Context: an optimization exercise on an open-source flow, tuned for small area and a short achievable clock period. The choices shown serve that exercise and are no tape-out recipe. Only simulation tests tie the RTL to the original design; equivalence was not proved.

==> flow/design.v, too long to show whole: its modules and the start of the top module <==
// module NOAA_Module: 5371 lines
module NOAA_Module( CLK, RESET, MODE, TN, SAMPLE, DONE, AVG_SD );
  // ...
==> flow/flow/run.sh <==
#!/bin/bash
# Standard synthesis and layout; the layout's timing repair aims at a setup
# slack of 175 ns at the design's clock period (250 ns), i.e. it sizes and
# buffers the slowest paths towards an achieved period of 75 ns.
set -euo pipefail
bash standard.sh synth > synth.log 2>&1
bash standard.sh SETUP_SLACK_MARGIN=175 finish > layout.log 2>&1
==> flow/standard.sh <==
#!/bin/bash
# synth_recipe.tcl (not shown) runs the flow's synth.tcl, then flattens the netlist and writes it again
# the make line also repeats each setting of config.mk as NAME=value (left out here)
make -C /OpenROAD-flow-scripts/flow DESIGN_CONFIG=/design/flow/config.mk WORK_HOME=/design/flow/orfs CLKGATE_MAP_FILE= SYNTH_SCRIPT=/design/flow/synth_recipe.tcl "${@:-finish}"
==> flow/config.mk <==
export PLATFORM = sky130hd
export DESIGN_NAME = NOAA_Module
export DESIGN_NICKNAME = NOAA_Module
export VERILOG_FILES = /design/flow/design.v
export SDC_FILE = /design/flow/constraint.sdc
export NUM_CORES = 4
export LEC_CHECK = 0
export CAP_MARGIN = 20
export CORE_MARGIN = 2
export CORE_UTILIZATION = 40
export SLEW_MARGIN = 20
==> flow/constraint.sdc <==
create_clock -name core_clock -period 250.0 [get_ports {CLK}]
set_input_delay 50.0000 -clock core_clock [delete_from_list [all_inputs] [get_ports {CLK}]]
set_output_delay 50.0000 -clock core_clock [all_outputs]
set_load 0.01 [all_outputs]
==> impl_results.md, run 1 <==
- WL per Instance: 21.59 um
- DR DRC count: 0
- Vias/cell: 5.565
- Starting Density: 0.4025
- Worst path most repeated cell: fa_1
- Worst-path maximum fanout: 8
- Capture point of the worst reg-to-reg path: q[11]
- Worst rel slew slack: 0.2857
- Total GRT Usage: 0.2417
- Cell taking the most area after synthesis: fa_1
- Final instance area: 39,100 um2
- Antenna violations before repair: 1
- Worst path depth: 79
- Multi-input gate area: 27,600 um2
- Hpwl dp: 86.87 mm
- Ports: 29
- Gpl congestion: 0.9949
- Seq_cells: 264
- Synth top area share: 0.3364
- Multi-input combinational area share: 0.7058
- Mean Syn Cell Area: 8.926 um2
- Synth Area in Simple Gates: 0.1109
- Setup WS post-layout: 177,750 ps
- CP Buf/Inv Count: 10
- Outcome: timing/DRC/antenna clean
- Antenna fix cells: 1
- Final period util: 0.2890
- Crit path arrival time: 72,710 ps
- Global route hottest layer: met2
- Port bufs: 28
- Max Slew Vio Count: 0
- Post-CTS resize count: 6
- Leading cell types in the layout, fill and taps excluded: 685 x inv_1, 608 x fa_1, 357 x a21oi_1, 328 x nand2_1, 245 x nor2_1
- #FFs+latches synth: 264
- Netlist Area Pre-Place: 36,180 um2
- Post-synthesis mux area share: 0.03258
- Iter 0 DRT Violations: 2,515
- Post-synth EDFFs: 0
- TritonCTS clock tree: yes
- GRT met3 Usage: 0.04423
- FF-to-FF setup slack: 179,820 ps
==> run 2, diff against run 1 <==
==> flow/run.sh (new file) <==
#!/bin/bash
# synth_recipe.tcl (not shown) runs the flow's synth.tcl, then flattens the netlist and writes it again
# the make line also repeats each setting of config.mk as NAME=value (left out here)
make -C /OpenROAD-flow-scripts/flow DESIGN_CONFIG=/design/flow/config.mk WORK_HOME=/design/flow/orfs CLKGATE_MAP_FILE= SYNTH_SCRIPT=/design/flow/synth_recipe.tcl finish
removed: flow/flow/run.sh
removed: flow/standard.sh
==> impl_results.md, run 2 <==
- Hpwl dp: 86.87 mm (unchanged)
- Syn. warnings: 2
- Crit path kind: reg -> reg
- TNS Setup: 0 ps
- Adder-cell share of the synthesized area: 0.4139
- Clk sinks: 264
- Port bufs: 28 (unchanged)
- H-tree levels: 1
- Worst-path maximum fanout: 26 (+18)
- Final min period: 77,140 ps
- Nets@finish: 4,827
- Synth top area share: 0.3364 (unchanged)
- First-pass GRT wire length: 175.0 mm
- Hold crit path type: reg -> reg
- Syn Nets: 4,900
- Die height: 304.7 um
- Vias/cell: 5.532 (-0.60%)
- Final setup fails: 0
- DRT antenna net count: 0
- Critical Path RT: 250,410 ps
- Max FFs per register: 168
- Top-count cell post-synth: inv_1
- Fill count: 8,844
- Commonest cells in the netlist: 687 x inv_1, 608 x fa_1, 360 x a21oi_1
- Worst rel slew slack: 0.2774 (-0.008231)
- Maximum capacitance violations: 0
- Outcome: timing/DRC/antenna clean
- Vias: 28,650
- Mean Syn Cell Area: 8.926 um2 (unchanged)
- Combinational family with the most area after synthesis: adder cells
- Sequential-to-total area share from yosys stat: 0.1547
- CP peak stage delay: 860 ps
- Number of global-route vias before repair: 29,340
- Final clock skew: 28.54 ps
- #FFs+latches synth: 264 (unchanged)
- Unique masters post-synth: 103
- Startpoint Class: flip-flop
- Netlist Area Pre-Place: 36,180 um2 (unchanged)
- GRT overflow: 0
- Post-synth EDFFs: 0 (unchanged)
- Num rows: 110
- Cells after Synth: 4,053
- Starting Density: 0.4025 (unchanged)
- Largest regs: win: 168 flops, ss: 28 flops, s: 16 flops
- Hold-fix buffers, CTS: 0
- CTS clock-pin slew for the worst setup and hold paths: 70 ps
- Ports: 29 (unchanged)
- Final WL: 111.6 mm
- Cell taking the most area after synthesis: fa_1
- Die area: 92,870 um2
- Crit path arrival time: 77,550 ps (+4840 ps)
- Worst setup EP type: flip-flop
- Compound-gate portion of the synthesized area: 0.1546
- Worst path slowest cell: xnor2_2
- Fmax: 12.96 MHz
- XOR/XNOR Fraction of Synth Area: 0.03804
- Post-CTS resize count: 0 (-6)
- Clk buf depth: 3
- Die width: 304.7 um
- Final period util: 0.3086 (+0.01956)
- Max Slew Vio Count: 0 (unchanged)
- Pre-CTS setup slack: 173,760 ps
- Total GRT Usage: 0.2416 (about the same)
- Fin. Hold Viols: 0
- Ys flop type: dfxtp_1
- Biggest register: win
- Setup WS post-layout: 172,860 ps (-4890 ps)
- TritonCTS buffer count: 27
- Most common cell after layout, fill and taps aside: inv_1
- RSZ-0062 raised after global routing: no
- Iter 0 DRT Violations: 2,796 (+11%)
- Synth Area in Simple Gates: 0.1109 (unchanged)
- Antenna violations before repair: 2 (+1)
- Synth-to-Final Area Change: 7.031%
- DRT Pass-1 Iters: 6
- Ratio of cells with drive above 1 in the final layout: 0.05650
- Main area contributors after synthesis: fa_1 34%, dfxtp_1 11%, ha_1 7.7%
- Cell at the root of the clock tree: clkbuf_16
- WL per Instance: 21.54 um (-0.23%)
- Leading cell types in the layout, fill and taps excluded: 686 x inv_1, 608 x fa_1, 360 x a21oi_1, 328 x nand2_1, 248 x nor2_1
- Worst Tran Pin Value: 1076 ps
- Gpl congestion: 0.9949 (unchanged)
- TritonCTS clock tree: yes
- Asr flop ratio synth: 0.2348
- Clock latency on the worst-skew pair: 580 ps
- DR DRC count: 0 (unchanged)
- Post-synthesis mux area share: 0.03258 (unchanged)
- Worst path most repeated cell: a21oi_1
- Setup bufs post-CTS: 0
- Largest net degree at the start of global routing: 90
- Core Area: 89,870 um2
## run 2: cell counts after synthesis
Identical to the previous run, type by type.
## run 2: cell families after synthesis
family / Yosys count
buffers and inverters: 902
and+or+nand+nor: 883
xor gates and xnor gates: 146
muxes: 112
adders and majority gates: 832
DFF: 264
AOI/OAI and AO/OA: 914
## run 2: per-stage QoR
stage          std cells  instance area (um2)  utilization  hold WS, ps
6_report            5179                38720       0.4309        308.2
5_1_grt             5176                38710       0.4308        326.9
4_1_cts             5176                38710       0.4308        319.1
3_5_place_dp        5127                37790       0.4205        312.1
3_3_place_gp        5127                37790       0.4205        310.2
2_1_floorplan       4053                36180            -        309.6
## run 2: critical path: cells and delay by family (launching register included)
kind	cells	cell delay, ps
mux	2	380
buf+inv	41	7920
fa+ha+maj	70	27610
xor+xnor	27	13460
simple gates	38	8240
flops	1	320
compound gates	105	18940
## run 2: routing by layer
metal | wire (um) | up-vias | GRT usage
met1 | 47050 | 14060 | 0.3224
met3 | 8855 | 293 | 0.04520
met4 | 5213 | 4 | 0.09705
li1 | - | 13090 | -
met2 | 50340 | 1204 | 0.3869
met5 | 98 | - | 0.006718
## run 2: layout make-up
cell class	count	area (um2)	area share
Clock buffer	35	757.0	0.01955
Antenna cell	3	7.507	0.0001939
Sequential cell	264	5597	0.1445
Inverter	693	2601	0.06718
Clock inverter	14	163.9	0.004233
Multi-Input combinational cell	2887	27250	0.7038
Timing Repair Buffer	107	873.3	0.02255
Tap cell	1176	1471	0.03800
## run 2: final timing paths
path                       startpoint    endpoint  slack [ps]  cells past startpoint
min reg2reg                win[12][9]  win[13][9]         310                      0
min in group asynchronous       RESET       s[14]       50000                      3
max reg2reg                      n[1]       q[11]      172860                    283
max                              n[1]       q[11]      172860                    283
max in group asynchronous       RESET      ss[10]      199330                      3
min                        win[12][9]  win[13][9]         310                      0
==> run 3, diff against run 2 <==
==> flow/flow/run.sh (new file) <==
#!/bin/bash
# Standard synthesis and layout; the layout's timing repair aims at a setup
# slack of 195 ns at the design's clock period (250 ns), i.e. it sizes and
# buffers the slowest paths towards an achieved period of 55 ns.
set -euo pipefail
bash standard.sh synth > synth.log 2>&1
bash standard.sh SETUP_SLACK_MARGIN=195 finish > layout.log 2>&1
==> flow/standard.sh (new file) <==
#!/bin/bash
# synth_recipe.tcl (not shown) runs the flow's synth.tcl, then flattens the netlist and writes it again
# the make line also repeats each setting of config.mk as NAME=value (left out here)
make -C /OpenROAD-flow-scripts/flow DESIGN_CONFIG=/design/flow/config.mk WORK_HOME=/design/flow/orfs CLKGATE_MAP_FILE= SYNTH_SCRIPT=/design/flow/synth_recipe.tcl "${@:-finish}"
removed: flow/run.sh
==> impl_results.md, run 3 <==
- Outcome: timing/DRC/antenna clean
- Fin. Hold Viols: 0 (unchanged)
- TNS Setup: 0 ps (unchanged)
- Max Slew Vio Count: 0 (unchanged)
- Antenna violations before repair: 0 (-2)
- Port bufs: 28 (unchanged)
- Final clock skew: 18.79 ps (-9.758 ps)
- TritonCTS buffer count: 26 (-3.7%)
- Syn Nets: 4,900 (unchanged)
- Setup WS post-layout: 182,740 ps (+9879 ps)
- GRT met2 Usage: 0.4195 (+0.03255)
- CTS clock-pin slew for the worst setup and hold paths: 70 ps (about the same)
- Worst path slowest cell: fa_2
- Final min period: 67,260 ps (-9879 ps)
- Vias: 31,280 (+9.2%)
- Largest net degree at the start of global routing: 74 (-18%)
- Num rows: 110 (unchanged)
- TritonCTS clock tree: yes
- Cell at the root of the clock tree: clkbuf_16
- GRT overflow: 0 (unchanged)
- H-tree levels: 1 (unchanged)
- Number of global-route vias before repair: 31,960 (+8.9%)
- RSZ-0062 raised after global routing: yes
- Cells after Synth: 4,053 (unchanged)
- DRT Pass-1 Iters: 6 (unchanged)
- Clock latency on the worst-skew pair: 570 ps (about the same)
- Syn. warnings: 2 (unchanged)
- GR Util met1: 0.3474 (+0.02498)
- Largest regs: win: 168 flops, ss: 28 flops, s: 16 flops
- Crit path arrival time: 67,710 ps (-9840 ps)
- Worst Tran Pin Value: 1214 ps (+137.9 ps)
- Ports: 29 (unchanged)
- #FFs+latches synth: 264 (unchanged)
- Final setup fails: 0 (unchanged)
- Vias/cell: 5.609 (+1.4%)
- Worst rel slew slack: 0.1898 (-0.08766)
- Cell taking the most area after synthesis: fa_1
- Top-count cell post-synth: inv_1
- Netlist Area Pre-Place: 36,180 um2 (unchanged)
- WL per Instance: 22.25 um (+3.3%)
- DR DRC count: 0 (unchanged)
- Crit path kind: in -> reg
- Main area contributors after synthesis: fa_1 34%, dfxtp_1 11%, ha_1 7.7%
- Final WL: 124.1 mm (+11%)
- Startpoint Class: input pin
- Asr flop ratio synth: 0.2348 (unchanged)
- Leading cell types in the layout, fill and taps excluded: 609 x inv_1, 462 x fa_1, 411 x buf_4, 319 x nand2_1, 285 x a21oi_1
- Max FFs per register: 168 (unchanged)
- Core Area: 89,870 um2 (unchanged)
- Fill count: 8,127 (-8.1%)
- Ratio of cells with drive above 1 in the final layout: 0.2852 (+0.2287)
- Hold crit path type: reg -> reg
- Antenna fix cells: 0 (-3)
- Worst setup EP type: flip-flop
- GRT met3 Usage: 0.05354 (+0.008344)
- Clk sinks: 264 (unchanged)
- Gpl congestion: 1.008 (+1.3%)
- Global route hottest layer: met2
- Clk buf depth: 3 (unchanged)
- Mean Syn Cell Area: 8.926 um2 (unchanged)
- Iter 0 DRT Violations: 2,897 (+3.6%)
- Biggest register: win
- Pre-CTS setup slack: 180,110 ps (+6357 ps)
- Synth top area share: 0.3364 (unchanged)
- Synth-to-Final Area Change: 26.38%
- First-pass GRT wire length: 189.8 mm (+8.4%)
- Post-synth EDFFs: 0 (unchanged)
- Die width: 304.7 um (unchanged)
- DRT antenna net count: 0 (unchanged)
- Total GRT Usage: 0.2633 (+0.02169)
- CP peak stage delay: 540 ps (-320 ps)
- Fmax: 14.87 MHz (+15%)
- Critical Path RT: 250,450 ps (+40 ps)
- Maximum capacitance violations: 0 (unchanged)
- Die area: 92,870 um2 (unchanged)
- Final period util: 0.2690 (-0.03952)
- Unique masters post-synth: 103 (unchanged)
- Hpwl dp: 89.23 mm (+2.7%)
- Sequential-to-total area share from yosys stat: 0.1547 (unchanged)
- Commonest cells in the netlist: 687 x inv_1, 608 x fa_1, 360 x a21oi_1
- Ys flop type: dfxtp_1
- Nets@finish: 5,228 (+8.3%)
- Starting Density: 0.4025 (unchanged)
- Worst path most repeated cell: fa_2
- Most common cell after layout, fill and taps aside: inv_1
- Die height: 304.7 um (unchanged)
- Worst-path maximum fanout: 6 (-77%)
run 3: changes by cell type in the layout (fill, tap and decap cells not counted), moves of 54 or more:
cell | previous run | this run
a21oi_1 | 360 | 285
a21oi_2 | 1 | 56
buf_4 | 79 | 411
buf_6 | 0 | 54
fa_1 | 608 | 462
fa_2 | 0 | 146
ha_1 | 224 | 162
inv_1 | 686 | 609
inv_2 | 1 | 56
run 3: area by class of cell:
type                            count  area [um2]  share of cell area
Clock buffer                       31       721.9             0.01579
Clock inverter                     16       160.2            0.003503
Inverter                          693        2684             0.05870
Multi-Input combinational cell   2891       30880              0.6753
Sequential cell                   264        5605              0.1226
Tap cell                         1176        1471             0.03218
Timing Repair Buffer              505        4203             0.09192
run 3: worst max-delay path: cells and delay by family:
family                     cells  cell delay, ps
buffers and inverters         44            4600
adders and majority gates     35           11270
and+or+nand+nor                3             510
AOI/OAI and AO/OA              4             800
muxes                          2             500
run 3: metal layers:
| layer | up-vias | wire length [um] |
|---|---|---|
| met5 | - | 0 |
| met4 | 0 | 6823 |
| met3 | 383 | 12230 |
| met2 | 1595 | 55870 |
| met1 | 15410 | 49140 |
| li1 | 13880 | - |
run 3: cells by family (layout without fill, tap and decap cells):
logic type	Yosys count	count (layout)	share of synthesized area
multiplexers	112	112	0.03258
XOR/XNOR	146	150	0.03804
buffers and inverters	902	1245	0.09528
flip-flops	264	264	0.1547
adder cells (fa/ha/maj)	832	832	0.4139
AO/OA/AOI/OAI	914	914	0.1546
AND/OR/NAND/NOR	883	883	0.1109
run 3: per-stage QoR:
stage               hold WS [ps]  utilization  area [um2]  cells
finish                     314.3       0.5087       45720   5576
detailed placement         312.1       0.4328       38890   5110
global route               329.7       0.5087       45720   5576
floorplan                  309.6            -       37710   4053
CTS                        309.7       0.4887       43920   5467
global placement           310.1       0.4328       38890   5110
run 3: final timing paths:
path	startpoint	to	slack [ps]	cells after the start
hold / removal	win[7][6]	win[8][6]	310	0
max in group asynchronous	RESET	n[2]	199230	3
hold reg to reg	win[7][6]	win[8][6]	310	0
setup / recovery	TN[1]	sr_r[1]	182740	88
setup reg to reg	n[1]	q[11]	195550	285
min in group asynchronous	RESET	q[11]	50030	3
run 3: what timing repair did:
action	in CTS	in global routing
setup endpoints to repair	62	68
resized for setup	390	247
pin swaps	240	237
gates cloned	7	0
buffers inserted	303	109
hold buffers	0	0
==> run 4, diff against run 3 <==
==> flow/flow/run.sh (replaced) <==
#!/bin/bash
# Standard synthesis and layout; the layout's timing repair aims at a setup
# slack of 185 ns at the design's clock period (250 ns), i.e. it sizes and
# buffers the slowest paths towards an achieved period of 65 ns.
set -euo pipefail
bash standard.sh synth > synth.log 2>&1
bash standard.sh SETUP_SLACK_MARGIN=185 finish > layout.log 2>&1
==> impl_results.md, run 4 <==
- Vias/cell: 5.558 (-0.91%)
- Antenna violations before repair: 3 (+3)
- Synth Area in Simple Gates: 0.1109 (unchanged)
- Fin. Hold Viols: 0 (unchanged)
- Die height: 304.7 um (unchanged)
- Final min period: 67,360 ps (+100.0 ps)
- Ports: 29 (unchanged)
- CTS clock-pin slew for the worst setup and hold paths: 90 ps (+20 ps)
- Cells after Synth: 4,053 (unchanged)
- Worst path most repeated cell: fa_2
- TNS Setup: 0 ps (unchanged)
- DRT antenna net count: 0 (unchanged)
- Netlist Area Pre-Place: 36,180 um2 (unchanged)
- Biggest register: win
- GRT overflow: 0 (unchanged)
- Final setup fails: 0 (unchanged)
- Synth top area share: 0.3364 (unchanged)
- Post-synthesis mux area share: 0.03258 (unchanged)
- RSZ-0062 raised after global routing: yes
- Crit path kind: in -> reg
- Clk buf depth: 3 (unchanged)
- Syn. warnings: 2 (unchanged)
- Worst Tran Pin Value: 1284 ps (+70.15 ps)
- Final period util: 0.2694 (+0.0004000)
- Hold-fix buffers, CTS: 0 (unchanged)
- Core Area: 89,870 um2 (unchanged)
- First-pass GRT wire length: 178.7 mm (-5.8%)
- Fmax: 14.85 MHz (-0.15%)
- Iter 0 DRT Violations: 2,737 (-5.5%)
- Largest net degree at the start of global routing: 74 (unchanged)
- Maximum capacitance violations: 0 (unchanged)
- Starting Density: 0.4025 (unchanged)
- Critical Path RT: 250,450 ps (about the same)
- Hold crit path type: reg -> reg
- Num rows: 110 (unchanged)
- Hpwl dp: 87.24 mm (-2.2%)
- Clock latency on the worst-skew pair: 580 ps (about the same)
- CP peak stage delay: 540 ps (about the same)
- Most common cell after layout, fill and taps aside: inv_1
- WL per Instance: 21.88 um (-1.7%)
- Combinational family with the most area after synthesis: adder cells
- Adder-cell share of the synthesized area: 0.4139 (unchanged)
- TritonCTS clock tree: yes
- Unique masters post-synth: 103 (unchanged)
- Synth-to-Final Area Change: 14.12%
- Worst setup EP type: flip-flop
- Number of global-route vias before repair: 29,780 (-6.8%)
- Clk sinks: 264 (unchanged)
- Worst rel slew slack: 0.1360 (-0.05377)
- WL met1: 47.10 mm (-4.2%)
- Largest regs: win: 168 flops, ss: 28 flops, s: 16 flops
- Vias: 29,550 (-5.5%)
- Worst-path maximum fanout: 5 (-1)
- Asr flop ratio synth: 0.2348 (unchanged)
- Main area contributors after synthesis: fa_1 34%, dfxtp_1 11%, ha_1 7.7%
- Total GRT Usage: 0.2481 (-0.01518)
- Compound-gate portion of the synthesized area: 0.1546 (unchanged)
- Ratio of cells with drive above 1 in the final layout: 0.1418 (-0.1434)
- Die width: 304.7 um (unchanged)
- Final clock skew: 32.80 ps (+14.01 ps)
- Gpl congestion: 1.028 (+1.9%)
- Commonest cells in the netlist: 687 x inv_1, 608 x fa_1, 360 x a21oi_1
- Leading cell types in the layout, fill and taps excluded: 655 x inv_1, 563 x fa_1, 330 x a21oi_1, 327 x nand2_1, 229 x nor2_1
- Post-synth EDFFs: 0 (unchanged)
- Outcome: timing/DRC/antenna clean
- WHS: 299.5 ps (-14.81 ps)
- Cell at the root of the clock tree: clkbuf_16
- Max FFs per register: 168 (unchanged)
- Final Util: 0.4594 (-0.04937)
- Top-count cell post-synth: inv_1
- TritonCTS buffer count: 26 (unchanged)
- DR DRC count: 0 (unchanged)
- Max layer used: met5
- Die area: 92,870 um2 (unchanged)
- Mean Syn Cell Area: 8.926 um2 (unchanged)
- Final WL: 116.3 mm (-6.3%)
- Port bufs: 28 (unchanged)
- Routed wl met2: 54.50 mm (-2.5%)
- H-tree levels: 1 (unchanged)
- XOR/XNOR Fraction of Synth Area: 0.03804 (unchanged)
- Startpoint Class: input pin
- Worst path slowest cell: fa_1
- Cell taking the most area after synthesis: fa_1
- Sequential-to-total area share from yosys stat: 0.1547 (unchanged)
- DR WL met3: 9.931 mm (-19%)
- Crit path arrival time: 67,810 ps (+100 ps)
- Ys flop type: dfxtp_1
- #FFs+latches synth: 264 (unchanged)
- Syn Nets: 4,900 (unchanged)
- DRT Pass-1 Iters: 9 (+3)
- Nets@finish: 4,968 (-5.0%)
- Max Slew Vio Count: 0 (unchanged)
==> run 4: worst max-delay path, delay by kind of cell <==
family                     cells  cell delay, ps
AOI/OAI and AO/OA             13            2360
xor gates and xnor gates       1             160
adders and majority gates     33           11160
buffers and inverters         13            1220
muxes                          9            1610
and+or+nand+nor               10            1270
==> run 4: cell type report <==
cell class,instances,area (um2)
Sequential cell,264,5602
Timing Repair Buffer,247,2006
Clock buffer,35,745.7
Antenna cell,1,2.502
Inverter,693,2673
Timing Repair inverter,1,5.005
Multi-Input combinational cell,2888,28650
Clock inverter,11,131.4
Fill cell,8652,48590
Tap cell,1176,1471
==> run 4: worst paths after layout <==
check                      startpoint          to  slack (ps)  cells after the start
hold / removal             win[12][2]  win[13][2]         300                      0
setup reg to reg                 s[1]       q[11]      188090                    292
hold reg to reg            win[12][2]  win[13][2]         300                      0
max in group asynchronous       RESET        n[1]      199170                      3
setup / recovery                TN[5]     ar_r[3]      182640                     79
min in group asynchronous       RESET       q[11]       50030                      3
==> run 4: logic make-up (layout without fill, tap and decap cells) <==
| group | after synthesis | after routing |
|---|---|---|
| simple gates | 883 | 883 |
| compound gates | 914 | 914 |
| other cells | 0 | 1 |
| flops | 264 | 264 |
| xor+xnor | 146 | 147 |
| mux | 112 | 112 |
| fa+ha+maj | 832 | 832 |
| buf+inv | 902 | 987 |
==> run 4: timing repair <==
action,4_1_cts,5_1_grt
buffers inserted,75,67
cloned,1,4
pin swaps,50,59
hold endpoints to repair,0,0
gates resized for setup,160,107
setup endpoints to repair,37,36
==> run 4: layer usage <==
layer / GRT usage / vias to the layer above
li1: - / 13370
met1: 0.3267 / 14590
met2: 0.4115 / 1297
met3: 0.04569 / 281
met4: 0.08347 / 4
met5: 0 / -
==> run 4: through the flow <==
step | std cells | setup WS, ps | area (um2)
after floorplan | 4053 | 182530 | 36540
after global placement | 5122 | 175350 | 38090
after detailed placement | 5122 | 173060 | 38090
after CTS | 5244 | 182680 | 40250
after global routing | 5315 | 182050 | 41280
final | 5316 | 182640 | 41290

==> separate check: timing with driven ports <==
The flow's constraints put no driver on any port. The routed layouts listed below were extracted and timed again, unchanged, in two steps. Step 1 assumes that a clkbuf_16 drives the clock port and a buf_2 every other input. Step 2, shift: input delay + t, output delay - t, t = (earliest + latest rising clock arrival at the registers) / 2. This alone moves slack from input paths to output paths. a / b / c = ideal ports / drivers / drivers and shift; a / b = the first two.
| run | shift t [ns] | slack for setup (ns) | worst setup path at the end | worst slew at a driven data input, ns | pins driven straight from the clock port |
|---|---|---|---|---|---|
| run 1 | 0.622 | 177.749 / 177.783 / 177.161 | input to register | 0.03 | 1 |
| run 2 | 0.623 | 172.859 / 172.859 / 172.859 | register to register | 0.03 | 1 |
| run 3 | 0.620 | 182.738 / 182.733 / 182.113 | input to register | 0.06 | 1 |
| run 4 | 0.621 | 182.638 / 182.673 / 182.052 | input to register | 0.06 | 1 |
After both steps every run listed still meets setup and hold. The setup slack of run 3, which loses most, moves by -0.005 ns with the drivers and by -0.625 ns with both steps.
